This is an optimization exercise on Yosys and OpenROAD, whose aim is small area, not a production implementation. The RTL was checked by simulation tests, not by an equivalence proof against the original design. The clock input has no modelled driver; a real chip could not lean on it and would need a root buffer or a full tree.

## filt_ppd
module filt_ppd (
  input  wire               i_rst_an,    
  input  wire               i_ena,       
  input  wire               i_clk,       
  input  wire signed [5:0]  i_data,      
  output wire signed [27:0] o_data,      
  output wire               o_sclk       
);
For scale: about 38 I/O pins.
Settings: LEC_CHECK=0, CAP_MARGIN=20, CORE_MARGIN=2, CORE_UTILIZATION=40, SLEW_MARGIN=20, SYNTH_HIERARCHICAL=1, SYNTH_MINIMUM_KEEP_SIZE=0; clock period 25.0 ns.
standard.sh (not shown) runs the stock make flow with config.mk's settings and CLKGATE_MAP_FILE= SYNTH_SCRIPT=/design/flow/synth_recipe.tcl, a recipe that flattens the netlist after the stock synthesis.
==> flow/flow/run.sh <==
#!/bin/bash
# Own layout flow: the standard synthesis, then an area re-mapping of the
# combinational logic between the registers and adder cells (registers, full
# and half adders are kept as they are, with their names; adder cells with an
# unused output become the plain gate they reduce to), then the standard
# layout with smaller port buffers, a clock tree with fewer and smaller
# buffers where the clock slew allows, and smaller cells where slew, load and
# timing keep a margin.
# Each tool's full output goes to a log file of its own in this folder.
set -euo pipefail
W=$(pwd)
export PLATFORM_LIB=$FLOW_HOME/platforms/$FLOW_PLATFORM/lib/sky130_fd_sc_hd__tt_025C_1v80.lib
R=$W/orfs/results/$FLOW_PLATFORM/filt_ppd/base
L=$W/orfs/logs/$FLOW_PLATFORM/filt_ppd/base

# 1. standard synthesis
bash standard.sh synth > $W/log_1_synth.log 2>&1

# 2. re-map the combinational logic for area
cp $R/1_2_yosys.v $W/synth_standard.v
DONT_USE=$(grep -o -- '-dont_use [^ ]*' $L/1_2_yosys.log | sort -u | tr '\n' ' ')
python3 $W/flow/prep.py $W/synth_standard.v $W/synth_prep.v > $W/log_2_prep.log 2>&1
export REOPT_IN=$W/synth_prep.v
export REOPT_OUT=$W/synth_reopt.v
export REOPT_DONT_USE="$DONT_USE"
export REOPT_SCRIPT=$W/flow/abc_area.script
yosys -c $W/flow/reopt.tcl > $W/log_2_reopt.log 2>&1
cp $W/synth_reopt.v $R/1_2_yosys.v
rm -f $R/1_synth.odb $R/1_synth.sdc

# 3. layout up to the clock tree
ARGS=("BUFFER_PORTS_ARGS=-buffer_cell sky130_fd_sc_hd__buf_1"
      "CTS_ARGS=-sink_clustering_enable -repair_clock_nets -dont_use_dummy_load -buf_list sky130_fd_sc_hd__clkbuf_8 -sink_clustering_size 30 -sink_clustering_max_diameter 150")
bash standard.sh "${ARGS[@]}" cts > $W/log_3_layout_cts.log 2>&1

# 4. a clock tree with fewer buffers (the clock port drives 4 leaf buffers), if
#    the clock slew at the flip-flops stays low; then smaller leaf buffers where
#    the clock pins they drive keep a low slew
RESULTS=$R CLK_SLEW_LIMIT=0.112 CLK_LEAVES=4 CLK_PORT=i_clk CLK_LEAF_CELL=sky130_fd_sc_hd__clkbuf_8 CLK_BIG_CELL=sky130_fd_sc_hd__clkbuf_16 \
  openroad -no_init -exit $W/flow/clk_tree.tcl > $W/log_4_clk_tree.log 2>&1
RESULTS=$R CLK_SLEW_LIMIT=0.095 openroad -no_init -exit $W/flow/clk_resize.tcl > $W/log_4_clk_resize.log 2>&1
# smaller logic cells and repair buffers where slew, capacitance and timing keep a margin
RESULTS=$R DS_MARGIN=0.2 openroad -no_init -exit $W/flow/downsize.tcl > $W/log_4_downsize.log 2>&1

# 5. rest of the layout
bash standard.sh "${ARGS[@]}" finish > $W/log_5_layout.log 2>&1
==> flow/flow/abc_area.script <==
strash
&get -n
&deepsyn -T 30
&put
dch -f
amap
strash
&get -n
&deepsyn -T 30
&put
dch -f
amap
topo
==> flow/flow/downsize.tcl <==
# Replace upsized logic cells and repair buffers by smaller cells of the same
# function where the design keeps a margin on max slew and max capacitance and
# its setup and hold slack stay positive (placement parasitics).
set r $::env(RESULTS)
read_db $r/4_cts.odb
read_liberty $::env(PLATFORM_LIB)
read_sdc $r/4_cts.sdc
source $::env(FLOW_HOME)/platforms/$::env(FLOW_PLATFORM)/setRC.tcl
set_propagated_clock [all_clocks]
set margin $::env(DS_MARGIN)
set db [ord::get_db]
set block [ord::get_db_block]
proc ok {margin} {
  estimate_parasitics -placement
  if {[sta::max_slew_violation_count] > 0 || [sta::max_capacitance_violation_count] > 0} { return 0 }
  if {[sta::max_slew_check_slack_limit] < $margin} { return 0 }
  if {[sta::max_capacitance_check_slack_limit] < $margin} { return 0 }
  if {[sta::worst_slack_cmd max] < 1e-9 || [sta::worst_slack_cmd min] < 0.1e-9} { return 0 }
  return 1
}
if {![ok $margin]} { puts "downsize: design already below margin, nothing done"; exit }
set saved 0.0
foreach inst [$block getInsts] {
  set m [$inst getMaster]
  set mn [$m getName]
  if {![regexp {^(sky130_fd_sc_hd__[a-z0-9]+)_([0-9]+)$} $mn -> fam sz]} { continue }
  if {[string match "*__df*" $fam] || [string match "*__clk*" $fam] || [string match "*__fa" $fam] || [string match "*__ha" $fam]} { continue }
  if {[string match "*tap*" $fam] || [string match "*fill*" $fam] || [string match "*decap*" $fam] || [string match "*conb*" $fam]} { continue }
  set area [expr {[$m getWidth] * [$m getHeight]}]
  set cands {}
  foreach s {0 1 2 4} {
    set c [$db findMaster ${fam}_$s]
    if {$c == "NULL" || $c == ""} { continue }
    set ca [expr {[$c getWidth] * [$c getHeight]}]
    if {$ca < $area} { lappend cands [list $ca $c] }
  }
  foreach cc [lsort -real -index 0 $cands] {
    set c [lindex $cc 1]
    $inst swapMaster $c
    if {[ok $margin]} {
      puts "downsize: [$inst getName] $mn -> [$c getName]"
      set saved [expr {$saved + ($area - [lindex $cc 0]) / 1e6}]
      set m $c
      break
    }
    $inst swapMaster $m
  }
}
estimate_parasitics -placement
puts "downsize: saved [format %.2f $saved] um2; slew margin [format %.3f [sta::max_slew_check_slack_limit]], cap margin [format %.3f [sta::max_capacitance_check_slack_limit]]"
detailed_placement
check_placement
write_db $r/4_cts.odb
Other scripts of this flow, unchanged in this note and not shown: flow/flow/clk_resize.tcl, flow/flow/clk_tree.tcl, flow/flow/prep.py, flow/flow/reopt.tcl
The starting point produced a clean layout.
Change:
--- a/flow/flow/run.sh
+++ b/flow/flow/run.sh
@@ -41,5 +41,5 @@
 RESULTS=$R CLK_SLEW_LIMIT=0.095 openroad -no_init -exit $W/flow/clk_resize.tcl > $W/log_4_clk_resize.log 2>&1
 # smaller logic cells and repair buffers where slew, capacitance and timing keep a margin
-RESULTS=$R DS_MARGIN=0.2 openroad -no_init -exit $W/flow/downsize.tcl > $W/log_4_downsize.log 2>&1
+RESULTS=$R DS_MARGIN=0.1 openroad -no_init -exit $W/flow/downsize.tcl > $W/log_4_downsize.log 2>&1
 
 # 5. rest of the layout
==> flow/flow/abc_area.script (replaced) <==
strash
&get -n
&deepsyn -T 30
&put
dch -f
amap
topo
=> The changed run finished with timing, DRC and antenna clean. Clock skew hardly moves. First-iteration DRC count came out higher by a little under a tenth. Register-to-register slack is better by 0.53 ns. Critical path depth stays the same. Routed wire length rose slightly. Utilization is about the same. Design area is higher slightly. Maximum frequency shrinks slightly. Final cell count climbs slightly.

[static timing again, ports no longer ideal]
How much do the figures lean on ideal ports? The routed layouts below were timed once more, with nothing changed but the port constraints.
Step 1 assumes that a clkbuf_16 drives the clock port and a buf_2 every other input.
Step 2 moves the port delays by t, midway between the first and last clock arrival at a register: inputs arrive t later, outputs are due t later. That takes back most of the time a late clock gives input paths.
a / b / c = no drivers / after step 1 / after step 2; a / b = the first two.
run | t, ns | slack for setup (ns) | worst setup path after step 2 | slew at the worst register clock pin (ns) | worst data-port slew with drivers (ns)
the first run | 0.229 | 8.773 / 8.828 / 8.599 | input to register | 0.11 / 0.11 | 0.05
the second run | 0.235 | 8.450 / 8.509 / 8.274 | input to register | 0.11 / 0.11 | 0.05
After both steps setup and hold are still met in every run listed. For the second run, which loses most, drivers alone change the setup slack by +0.059 ns; drivers and shift together by -0.176 ns.
